This is an optimization exercise on Yosys and OpenROAD, whose aim is small area and a short achievable clock period, not a production implementation. No run shown here included a check of the RTL's function; only the layout flow was run. No activity file was given, so power comes from the tool's default toggle rates.

### flow/config.mk
export PLATFORM = sky130hd
export DESIGN_NAME = best_offset_prefetcher
export DESIGN_NICKNAME = best_offset_prefetcher
export VERILOG_FILES = /design/flow/design.v
export SDC_FILE = /design/flow/constraint.sdc
export NUM_CORES = 4
export LEC_CHECK = 0
export CAP_MARGIN = 20
export CORE_MARGIN = 2
export CORE_UTILIZATION = 40
export SLEW_MARGIN = 20
### flow/constraint.sdc
create_clock -name core_clock -period 17.0 [get_ports {clk}]
set_input_delay 3.4000 -clock core_clock [delete_from_list [all_inputs] [get_ports {clk}]]
set_output_delay 3.4000 -clock core_clock [all_outputs]
set_load 0.01 [all_outputs]
### flow/design.v
module bank (
	input	logic			clk,
	input	logic			clr,
	input	logic			we,
	input	logic	[5:0]	waddr,
	input	logic	[5:0]	wdata,
	input	logic	[5:0]	raddr,
	output	logic	[5:0]	rdata
);
	logic	[6*64-1:0]	mem;
	logic	[5:0]		dbus;
	assign dbus = wdata & {6{~clr}};
	genvar i;
	generate
		for (i = 0; i < 64; i++) begin : g_entry
			always_ff @(posedge clk) begin
				if (clr || (we && waddr == i))
					mem[6*i +: 6] <= dbus;
			end
		end
	endgenerate
	assign rdata = mem[6*raddr +: 6];
endmodule
module best_offset_prefetcher #(
	parameter	WIDTH		= 64,
	parameter	TAG_WIDTH	= 12,
	parameter	UP_NUM_SET	= 8,
	parameter	UP_NUM_ASSO	= 0
) (
	input		logic					clk,
	input		logic					rst,
	input		logic	[WIDTH - 1:0]	up_address_i,
	input		logic					up_miss_i,
	input		logic					up_valid_i,
	input		logic					up_prefetched_i,
	input		logic					lo_ready_i,
	output		logic	[WIDTH - 1:0]	lo_prefetch_address_o,
	output		logic					lo_prefetch_valid_o
);
	localparam int NOFF = 46;
	function automatic logic [5:0] mag_of(logic [4:0] k);
		case (k)
			0: mag_of = 40;  1: mag_of = 36;  2: mag_of = 32;  3: mag_of = 30;
			4: mag_of = 24;  5: mag_of = 20;  6: mag_of = 18;  7: mag_of = 16;
			8: mag_of = 15;  9: mag_of = 14; 10: mag_of = 13; 11: mag_of = 12;
			12: mag_of = 11; 13: mag_of = 10; 14: mag_of = 9; 15: mag_of = 8;
			16: mag_of = 7;  17: mag_of = 6;  18: mag_of = 5; 19: mag_of = 4;
			20: mag_of = 3;  21: mag_of = 2;  default: mag_of = 1;
		endcase
	endfunction
	function automatic logic [11:0] off12(logic [5:0] i);
		logic [11:0] m;
		m = {6'd0, mag_of(i[5:1])};
		off12 = i[0] ? m : -m;
	endfunction
	logic	[5:0]	cur_q;			 
	logic	[6:0]	round_q;		 
	logic			qd;				 
	logic			clr_d;			 
	logic	[4:0]	cmax_q;			 
	logic	[5:0]	best_q;			 
	logic	[4:0]	nm_p;			 
	logic	[5:0]	nbo_p;			 
	logic			pnd;			 
	logic	[11:0]	ra_q;			 
	logic			r0d;			 
	logic	[5:0]	po;				 
	logic	[7:0]	pt;				 
	logic			wr_en;			 
	logic	[11:0]	wr_data;
	logic			rst_d;
	logic	[12:0]	out_a;
	logic			out_v;
	logic	[4:0]	ring [NOFF];
	logic	[5:0]	rd_tag;
	bank rr_table (
		.clk	(clk),
		.clr	(rst_d),
		.we		(wr_en),
		.waddr	(wr_data[5:0]),
		.wdata	(wr_data[11:6]),
		.raddr	(ra_q[5:0]),
		.rdata	(rd_tag)
	);
	logic hitp;
	assign hitp = pnd & (ra_q[11:6] == 6'd0 || rd_tag == ra_q[11:6]);
	logic	[5:0]	cur;
	logic	[6:0]	round_c;
	logic			last;
	logic	[11:0]	cur_off;
	logic	[4:0]	s0;
	logic	[5:0]	s1;
	logic	[4:0]	c0;
	logic			ge0, ge1;
	logic	[4:0]	nm0, nm1, nm;
	logic	[5:0]	nbo0, nbo1, nbo;
	logic			end_c, eol0, eol1, eol;
	logic	[5:0]	newpo0, newpo1, newpo;
	logic	[4:0]	tail;
	assign cur		= clr_d ? 6'd0 : !qd ? cur_q : (cur_q == NOFF - 1) ? 6'd0 : cur_q + 6'd1;
	assign round_c	= clr_d ? 7'd0 : (qd && cur_q == NOFF - 1) ? round_q + 7'd1 : round_q;
	assign last		= cur == NOFF - 1;
	assign end_c	= round_c == 7'd99;
	assign cur_off	= off12(cur);
	assign s0		= (round_c == 7'd0) ? 5'd0 : (qd ? ring[1] : ring[0]);
	assign s1		= {1'b0, s0} + 6'd1;
	assign c0		= clr_d ? 5'd0 : cmax_q;
	assign ge0		= s1 >= {1'b0, c0};
	assign nm0		= ge0 ? s1[4:0] : c0;
	assign nbo0		= ge0 ? cur_off[5:0] : best_q;
	assign eol0		= last && (nm0 == 5'd31 || end_c);
	assign newpo0	= (nm0 <= 5'd1) ? 6'd0 : nbo0;
	assign ge1		= s1 >= {1'b0, nm_p};
	assign nm1		= ge1 ? s1[4:0] : nm_p;
	assign nbo1		= ge1 ? cur_off[5:0] : nbo_p;
	assign eol1		= last && (nm1 == 5'd31 || end_c);
	assign newpo1	= (nm1 <= 5'd1) ? 6'd0 : nbo1;
	assign nm		= hitp ? nm1 : nm0;
	assign nbo		= hitp ? nbo1 : nbo0;
	assign eol		= hitp ? eol1 : eol0;
	assign newpo	= hitp ? newpo1 : newpo0;
	assign tail		= (r0d ? 5'd0 : ring[0]) + {4'd0, hitp};
	logic	hit, q;
	assign hit	= ~up_miss_i & up_valid_i;
	assign q	= ~hit | pt[up_address_i[62:60]];
	always_ff @(posedge clk) begin
		cur_q	<= cur;
		round_q	<= round_c;
		cmax_q	<= hitp ? nm_p : c0;
		best_q	<= hitp ? nbo_p : best_q;
		nm_p	<= nm;
		nbo_p	<= nbo;
		r0d		<= round_c == 7'd0;
		rst_d	<= rst;
		ra_q	<= up_address_i[11:0] - cur_off;
		wr_data	<= up_address_i[11:0] - {{6{po[5]}}, po};
		if (rst) begin
			qd		<= 1'b0;
			clr_d	<= 1'b1;
			pnd		<= 1'b0;
			po		<= '0;
			pt		<= '0;
			wr_en	<= 1'b0;
			out_a	<= '0;
			out_v	<= 1'b0;
		end else begin
			qd		<= q;
			clr_d	<= q & eol;
			pnd		<= q & up_valid_i & ~eol;
			if (q && eol)
				po	<= newpo;
			if (hit)
				pt[up_address_i[62:60]] <= up_prefetched_i;
			wr_en	<= up_prefetched_i | po == 6'd0;
			if (q && po != 6'd0 && lo_ready_i) begin
				out_a	<= {1'b0, up_address_i[63:52]} + {7'd0, po};
				out_v	<= 1'b1;
			end
		end
	end
	genvar i;
	generate
		for (i = 0; i < NOFF; i++) begin : g_ring
			always_ff @(posedge clk) begin
				if (qd)
					ring[i] <= (i == NOFF - 1) ? tail : ring[(i + 1) % NOFF];
			end
		end
	endgenerate
	assign lo_prefetch_address_o	= {{(WIDTH - 13){1'b0}}, out_a};
	assign lo_prefetch_valid_o		= out_v;
endmodule
### flow/run.sh
#!/bin/bash
# synth_recipe.tcl (not shown) runs the flow's synth.tcl, then flattens the netlist and writes it again
# the make line also repeats each setting of config.mk as NAME=value (left out here)
make -C /OpenROAD-flow-scripts/flow DESIGN_CONFIG=/design/flow/config.mk WORK_HOME=/design/flow/orfs CLKGATE_MAP_FILE= SYNTH_SCRIPT=/design/flow/synth_recipe.tcl finish
==> results of run 1 <==
## synthesized netlist by cell type, types with 4 or more instances
cell	count	area (um2)
o31ai_1	5	37.54
a211oi_1	12	90.09
nor3b_1	4	30.03
o41ai_1	4	35.03
nor2_1	81	304.0
and3_1	8	50.05
nor4_1	7	43.79
buf_4	60	450.4
and2_1	7	43.79
dfxtp_1	92	1842
nand4_1	18	112.6
a41o_1	4	40.04
nand3b_1	5	37.54
nand2b_1	18	112.6
xor2_1	20	175.2
inv_1	50	187.7
mux4_1	6	157.7
clkbuf_1	34	127.6
buf_2	20	100.1
nand3_1	31	155.2
edfxtp_1	615	18470
or2_2	7	43.79
mux2_2	6	67.56
o21ai_0	40	200.2
buf_6	4	45.04
or3_1	4	25.02
mux2i_1	81	810.8
ha_1	52	650.6
nor2b_1	31	193.9
mux4_2	72	1622
nor3_1	19	95.09
a21oi_1	42	210.2
a31oi_1	9	56.30
a22oi_1	31	232.7
a21o_1	60	450.4
o21bai_1	22	165.2
xnor2_1	41	359.1
nand2_1	79	296.5
a21boi_0	5	37.54
## worst reg2reg max path, cell delays in order, from the launching register on
cell and delay [ns]:
dfxtp_4 0.94, buf_4 0.80, mux4_1 0.72, mux4_2 0.53
mux2i_1 0.32, xnor2_1 0.17, mux2i_1 0.16, a31oi_2 0.31
buf_4 0.35, inv_1 0.38, ha_1 0.35, ha_1 0.21
nand3_1 0.11, xor2_1 0.16, nor2_1 0.05
## cell families after synthesis
family	share of synthesized area [%]
AOI/OAI and AO/OA	6.674
adders and majority gates	2.465
DFF	70.43
muxes	9.268
other	0.01300
and+or+nand+nor	5.966
buffers and inverters	3.328
xor gates and xnor gates	1.853
## path summary, 6_finish.rpt
path	from	endpoint	slack, ns	cells after the start
max reg2reg	ra_q[2]	ring[45][4]	11.23	14
min	ring[35][0]	ring[34][0]	0.41	0
max	ra_q[2]	ring[45][4]	11.23	14
min reg2reg	ring[35][0]	ring[34][0]	0.41	0
## stage by stage
stage	util (%)	power, mW
floorplan	-	2.438
global placement	42.10	2.575
detailed placement	42.11	2.589
CTS	45.33	4.143
global route	45.37	4.252
finish	45.37	4.106
## registers in the layout (all words and copies together) (netlist names), 5 cells and up
signal	cells
round_q	7
cmax_q	5
nm_p	5
rr_table.mem	384
wr_data	12
best_q	6
nbo_p	6
out_a	13
ring	230
pt	8
ra_q	12
cur_q	6
po	6
## layout by cell type (no fill, tap or decap), types with 7 or more instances in the layout
| master | synthesis | routed |
|---|---|---|
| and3_1 | 8 | 8 |
| buf_4 | 60 | 18 |
| nand3_1 | 31 | 31 |
| conb_1 | 1 | 51 |
| a211oi_1 | 12 | 11 |
| clkinv_1 | 2 | 15 |
| nor4_1 | 7 | 7 |
| a21o_1 | 60 | 60 |
| nor2b_1 | 31 | 25 |
| nor3_1 | 19 | 19 |
| nor2_1 | 81 | 81 |
| clkbuf_16 | 0 | 73 |
| a31oi_1 | 9 | 9 |
| a21oi_1 | 42 | 42 |
| a22oi_1 | 31 | 31 |
| bufinv_16 | 0 | 7 |
| mux2i_1 | 81 | 81 |
| nand2_1 | 79 | 79 |
| xnor2_1 | 41 | 41 |
| or2_2 | 7 | 7 |
| nand2b_1 | 18 | 18 |
| xor2_1 | 20 | 20 |
| inv_1 | 50 | 50 |
| o21bai_1 | 22 | 22 |
| clkdlybuf4s50_1 | 0 | 43 |
| ha_1 | 52 | 52 |
| clkinv_2 | 0 | 15 |
| dfxtp_1 | 92 | 86 |
| o21ai_0 | 40 | 40 |
| mux4_2 | 72 | 72 |
| nand4_1 | 18 | 18 |
| clkbuf_1 | 34 | 8 |
| and2_1 | 7 | 7 |
| edfxtp_1 | 615 | 615 |
## where the power goes
part / internal [mW] / switching [mW] / total, mW
sequential: 2.04 / 0.0583 / 2.09
clock: 0.900 / 0.651 / 1.55
combinational: 0.176 / 0.284 / 0.460
## layer usage
layer / share of wire [%] / vias up / wire (um) / GRT usage, %
li1: - / 6906 / - / -
met1: 44 / 7747 / 26390 / 22.75
met2: 48 / 482 / 28500 / 25.61
met3: 6.0 / 87 / 3611 / 2.741
met4: 2.1 / 0 / 1277 / 5.176
met5: 0 / - / 0 / 0
## final cells by class
cell class,instances,area share [%]
clock buffer,82,5.767
clock inverter,46,1.339
inverter,53,0.6134
multi-input combinational,949,24.06
sequential,707,62.66
tap,950,3.665
timing repair buffer,63,1.890
==> impl_metrics.yaml, run 1 <==
drt:
  ant_nets: 0
  vias_per_cell: 5.341
  routed_wl_um: 59780
  post_drt_wl_per_cell_um: 20.97
  drtPass1Iterations: 6
  first_iter_violations: 1305
  post-route-drc-count: 0
  vias: 15222
setup_path:
  worst_path_max_delay_cell: "dfxtp_4"
  critPathMaxStageDelay_ns: 0.94
  crit_type: "register to register"
  startpoint_type: "register"
  arrival_ns: 6.13
  crit_path_end_kind: "register"
  critPathTopFamily: "multiplexers"
  critPathMaxFanout: 52
  worstPathRequired_ns: 17.36
  critPathBufInv: 3
  worstPathCellList: "buf_4 > mux4_1 > mux4_2 > mux2i_1 > xnor2_1 > mux2i_1 > a31oi_2 > buf_4 > inv_1 > ha_1 > ha_1 > nand3_1 > xor2_1 > nor2_1"
power_and_ir_drop:
  peakVddDrop_v: 0.00008237
  powerDensity_mw_per_mm2: 126.6
  p_leak_nw: 11.68
hold_path:
  hold_class: "register to register"
sta:
  hold_viol_final: 0
  setup_violations: 0
  fin_skew_ns: 0.01467
  finalHoldWorstSlack_ns: 0.4112
  tightest_slew_ns: 0.9775
  relSlewSlack_pct: 34.23
  drv_slew: 0
  max_freq_mhz: 173.3
  worst_slack_ns: 11.23
  fin_tns_setup_ns: 0
  rsz0062_at_grt: "false"
  period_needed_ns: 5.770
  final.period_utilization_pct: 33.94
die:
  rows: 98
  die_w_um: 272.5
  io_pins: 135
  die_h_um: 272.5
  initial_core_util_pct: 40.34
  dieArea_mm2: 0.07425
  core_mm2: 0.07149
placement:
  post-place-ws_ns: 10.76
  place_hpwl_um: 37180
  port_buffers: 43
  gp_congestion: 0.8057
  dp.cells: 2721
  post_dp_cell_area_mm2: 0.03010
clock_tree:
  cts_tree: "built"
  clk_path_buf_depth: 3
  clock-sinks: 707
  cts_resized: 0
  numCtsBuffers: 71
  clockRootBuffer: "clkbuf_16"
  postCtsSetupRepairBufs: 0
  cts_htree_levels: 3
  clock_latency_ns: 0.60
  cts_hold_buf: 0
  clk_pin_slew_ns: 0.06
cells_and_area:
  seqCellArea_mm2: 0.02032
  area_growth_pct: 12.48
  final.fill_count: 6164
  multi_input_area_mm2: 0.007804
  drive_gt1_share_pct: 12.47
  instances_no_fill: 2850
  diodes: 0
  design_area_mm2: 0.03243
  final_nets: 1970
grt:
  grt_pass1_vias: 15028
  overflow: 0
  antenna_found_initial: 0
  grt_max_degree: 230
  grt_pass1_wl_um: 91350
  grtUsageTotal_pct: 16.14
synth:
  ys_ff_latch: 707
  synth_warnings: 3
  syn_avg_cell_area_um2: 16.19
  async_flop_share_pct: 0
  seq_area_frac_synth_pct: 70.43
  syn_inst: 1781
  syn_area_mm2: 0.02884
  ys.flop_type: "edfxtp_1"
  synth-edff-count: 615
  yosysUniqueCellTypes: 82
run:
  maxCapViolCount: 0
status:
  outcome: "finished clean"
==> inputs of run 2 (changes only) <==
--- a/flow/config.mk
+++ b/flow/config.mk
@@ -9,3 +9,5 @@
 export CORE_MARGIN = 2
 export CORE_UTILIZATION = 40
+export CTS_CLUSTER_DIAMETER = 100
+export CTS_CLUSTER_SIZE = 30
 export SLEW_MARGIN = 20
==> run 2 against run 1 <==
Net effect: die area stayed put; synthesized cell count unchanged; sequential share of layout area grew 3.1 points; critical endpoint unchanged; final cell count shrank 2.8%; core utilization fell by 2.2 points; combinational power about the same; highest routed layer unchanged; count of clock-buffer cells in the layout down 36; hold slack better by 0.0061 ns; global-route usage shrank 0.54 points; clock skew rose by 0.031 ns; sequential power barely moved; fmax fell by 1.5%.
==> impl_metrics.yaml, run 2 <==
clock_tree:
  clock-sinks: 707
  cts_hold_buf: 0
  clk_pin_slew_ns: 0.12
  numCtsBuffers: 27
  postCtsSetupRepairBufs: 0
  clk_path_buf_depth: 3
  cts_resized: 0
  cts_htree_levels: 1
  cts_tree: "built"
  clock_latency_ns: 0.62
  clockRootBuffer: "clkbuf_16"
setup_path:
  worstPathRequired_ns: 17.35
  startpoint_type: "register"
  arrival_ns: 6.21
  worst_path_max_delay_cell: "dfxtp_4"
  r2r_cells: 14
  crit_type: "register to register"
  timing.rr.start: "ra_q[2]"
  rr_endpoint: "ring[45][4]"
  worstPathCellList: "buf_4 > mux4_1 > mux4_2 > mux2i_1 > xnor2_1 > mux2i_1 > a31oi_2 > buf_4 > inv_1 > ha_1 > ha_1 > nand3_1 > xor2_1 > nor2_1"
  crit_path_end_kind: "register"
  critPathMaxStageDelay_ns: 0.98
  regToRegSetupSlack_ns: 11.14
  critPathMaxFanout: 52
drt:
  vias: 14904
  vias_per_cell: 5.381
  first_iter_violations: 1383
  drtPass1Iterations: 5
  ant_nets: 0
  post-route-drc-count: 0
  post_drt_wl_per_cell_um: 21.09
  routed_wl_um: 58410
sta:
  relSlewSlack_pct: 32.67
  fin_tns_setup_ns: 0
  final.period_utilization_pct: 34.47
  tightest_slew_ns: 1.001
  fin_skew_ns: 0.04590
  hold_viol_final: 0
  period_needed_ns: 5.860
  drv_slew: 0
  rsz0062_at_grt: "false"
  setup_violations: 0
  max_freq_mhz: 170.6
synth:
  synth_most_common_cell: "edfxtp_1"
  ys_ff_latch: 707
  yosysUniqueCellTypes: 82
  async_flop_share_pct: 0
  synth_largest_area_cell: "edfxtp_1"
  syn_inst: 1781
  synthTopCellsByArea: "edfxtp_1 64%, dfxtp_1 6.4%, mux4_2 5.6%"
  synth-edff-count: 615
  synth.top_cell.area_share_pct: 64.05
  synthTopCellsByCount: "615 x edfxtp_1, 92 x dfxtp_1, 81 x mux2i_1, 81 x nor2_1, 79 x nand2_1"
  syn_area_mm2: 0.02884
  seq_area_frac_synth_pct: 70.43
  ys.flop_type: "edfxtp_1"
  syn_avg_cell_area_um2: 16.19
  synth_warnings: 3
grt:
  antenna_found_initial: 0
  grt_max_degree: 230
  grt_pass1_vias: 14509
  grt_pass1_wl_um: 89270
  grtUsageTotal_pct: 15.60
  overflow: 0
cells_and_area:
  largest_register_ffs: 384
  drive_gt1_share_pct: 8.736
  final_util_pct: 43.21
  diodes: 0
  layout_commonest_cell: "edfxtp_1"
  design_area_mm2: 0.03089
  final.fill_count: 6298
  top_register: "rr_table.mem"
  multi_input_area_mm2: 0.007804
  final_nets: 1926
  seqCellArea_mm2: 0.02032
  reg.largest.list: "rr_table.mem: 384 flops, ring: 230 flops, out_a: 13 flops"
  instances_no_fill: 2770
  mostFrequentLayoutCells: "615 x edfxtp_1, 86 x dfxtp_1, 81 x mux2i_1, 81 x nor2_1, 79 x nand2_1"
  area_growth_pct: 7.129
status:
  outcome: "finished clean"
power_and_ir_drop:
  switchingPower_mw: 0.8337
  intPower_mw: 2.514
  p_seq_share_pct: 62.5
  peakVddDrop_v: 0.00007832
  clkPwrFrac_pct: 23.8
  powerDensity_mw_per_mm2: 108.4
  combinationalPowerShare_pct: 13.7
  switching_share_pct: 24.90
  p_total_mw: 3.348
  p_leak_nw: 10.91
placement:
  gp_congestion: 0.8057
  port_buffers: 43
  place_hpwl_um: 37180
  post_dp_cell_area_mm2: 0.03010
  dp.cells: 2721
hold_path:
  hold_depth: 0
  hold_end: "ring[2][1]"
  worstHoldStart: "ring[3][1]"
  hold_class: "register to register"
run:
  maxCapViolCount: 0
die:
  io_pins: 135
  die_w_um: 272.5
  core_mm2: 0.07149
  rows: 98
  dieArea_mm2: 0.07425
  initial_core_util_pct: 40.34
  die_h_um: 272.5
## run 2: cell families (layout without fill, tap and decap cells)
kind of cell               after synthesis  count (layout)  synth area share [%]
AOI/OAI and AO/OA                      276             276                 6.674
xor gates and xnor gates                61              61                 1.853
muxes                                  166             166                 9.268
DFF                                    707             707                 70.43
buffers and inverters                  175             164                 3.328
other                                    1              51               0.01300
and+or+nand+nor                        340             340                 5.966
adders and majority gates               55              55                 2.465
## run 2: per-layer routing
layer / track usage, % / up-vias / routed length (um)
met2: 25.32 / 440 / 27820
met5: 0 / - / 0
met1: 22.61 / 7631 / 25980
met3: 2.003 / 60 / 3555
met4: 3.311 / 0 / 1062
li1: - / 6773 / -
## run 2: cell type report
cell class	instances	area share [%]
clock inverters	2	0.04860
well taps	950	3.848
repair buffers	63	1.985
clock buffers	46	2.418
multi-input cells	949	25.26
flip-flops and latches	707	65.79
inverters	53	0.6440
## run 2: worst max-delay path, delay by kind of cell, from the launching register on
kind	cells	cell delay, ns
simple gates	2	0.16
xor+xnor	2	0.32
buf+inv	3	1.49
flops	1	0.98
fa+ha+maj	2	0.55
mux	4	1.67
compound gates	1	0.33
## run 2: stage by stage
step	setup slack, ns	hold WS (ns)
after floorplan	6.776	0.4003
after global placement	10.78	0.4044
after detailed placement	10.76	0.4045
after CTS	11.09	0.4197
after global routing	10.78	0.4231
final	11.14	0.4173
## run 2: worst max path at each step
stage	cells after the start	slack [ns]	startpoint	to
after floorplan	18	6.78	qd	po[5]
after global placement	13	10.78	up_address_i[1]	wr_data[11]
after detailed placement	13	10.76	up_address_i[1]	wr_data[11]
after CTS	14	11.09	ra_q[2]	ring[45][4]
after global routing	14	10.78	ra_q[2]	ring[45][4]
final	14	11.14	ra_q[2]	ring[45][4]
## run 2: power by group through the flow
stage,Combinational (mW),Clock [mW],Sequential [mW]
6_report,0.460,0.798,2.09
5_1_grt,0.497,0.879,2.10
4_1_cts,0.460,0.827,2.09
3_5_place_dp,0.458,0,2.13
3_3_place_gp,0.451,0,2.12
2_1_floorplan,0.327,0,2.11

static timing again, ports no longer ideal:
The flow's constraints put no driver on any port. The routed layouts listed below were extracted and timed again, unchanged, in two steps.
Step 1, drivers: a clkbuf_16 drives clk and a buf_2 each remaining input, both assumed.
Step 2 moves the port delays by t, midway between the first and last clock arrival at a register: inputs arrive t later, outputs are due t later. That takes back most of the time a late clock gives input paths.
Three values: ideal, step 1, step 2; two values: the first two.
run	shift t [ns]	slack for setup (ns)	worst setup path at the end	worst register clock-pin slew, ns	worst data-port slew with drivers (ns)
run 1	0.657	11.230 / 11.230 / 10.758	input to register	0.07 / 0.07	0.08
run 2	0.656	11.140 / 11.140 / 10.756	input to register	0.12 / 0.12	0.08
After both steps setup and hold are still met in every run listed. The setup slack of run 1, which loses most, moves by 0.000 ns with the drivers and by -0.472 ns with both steps.
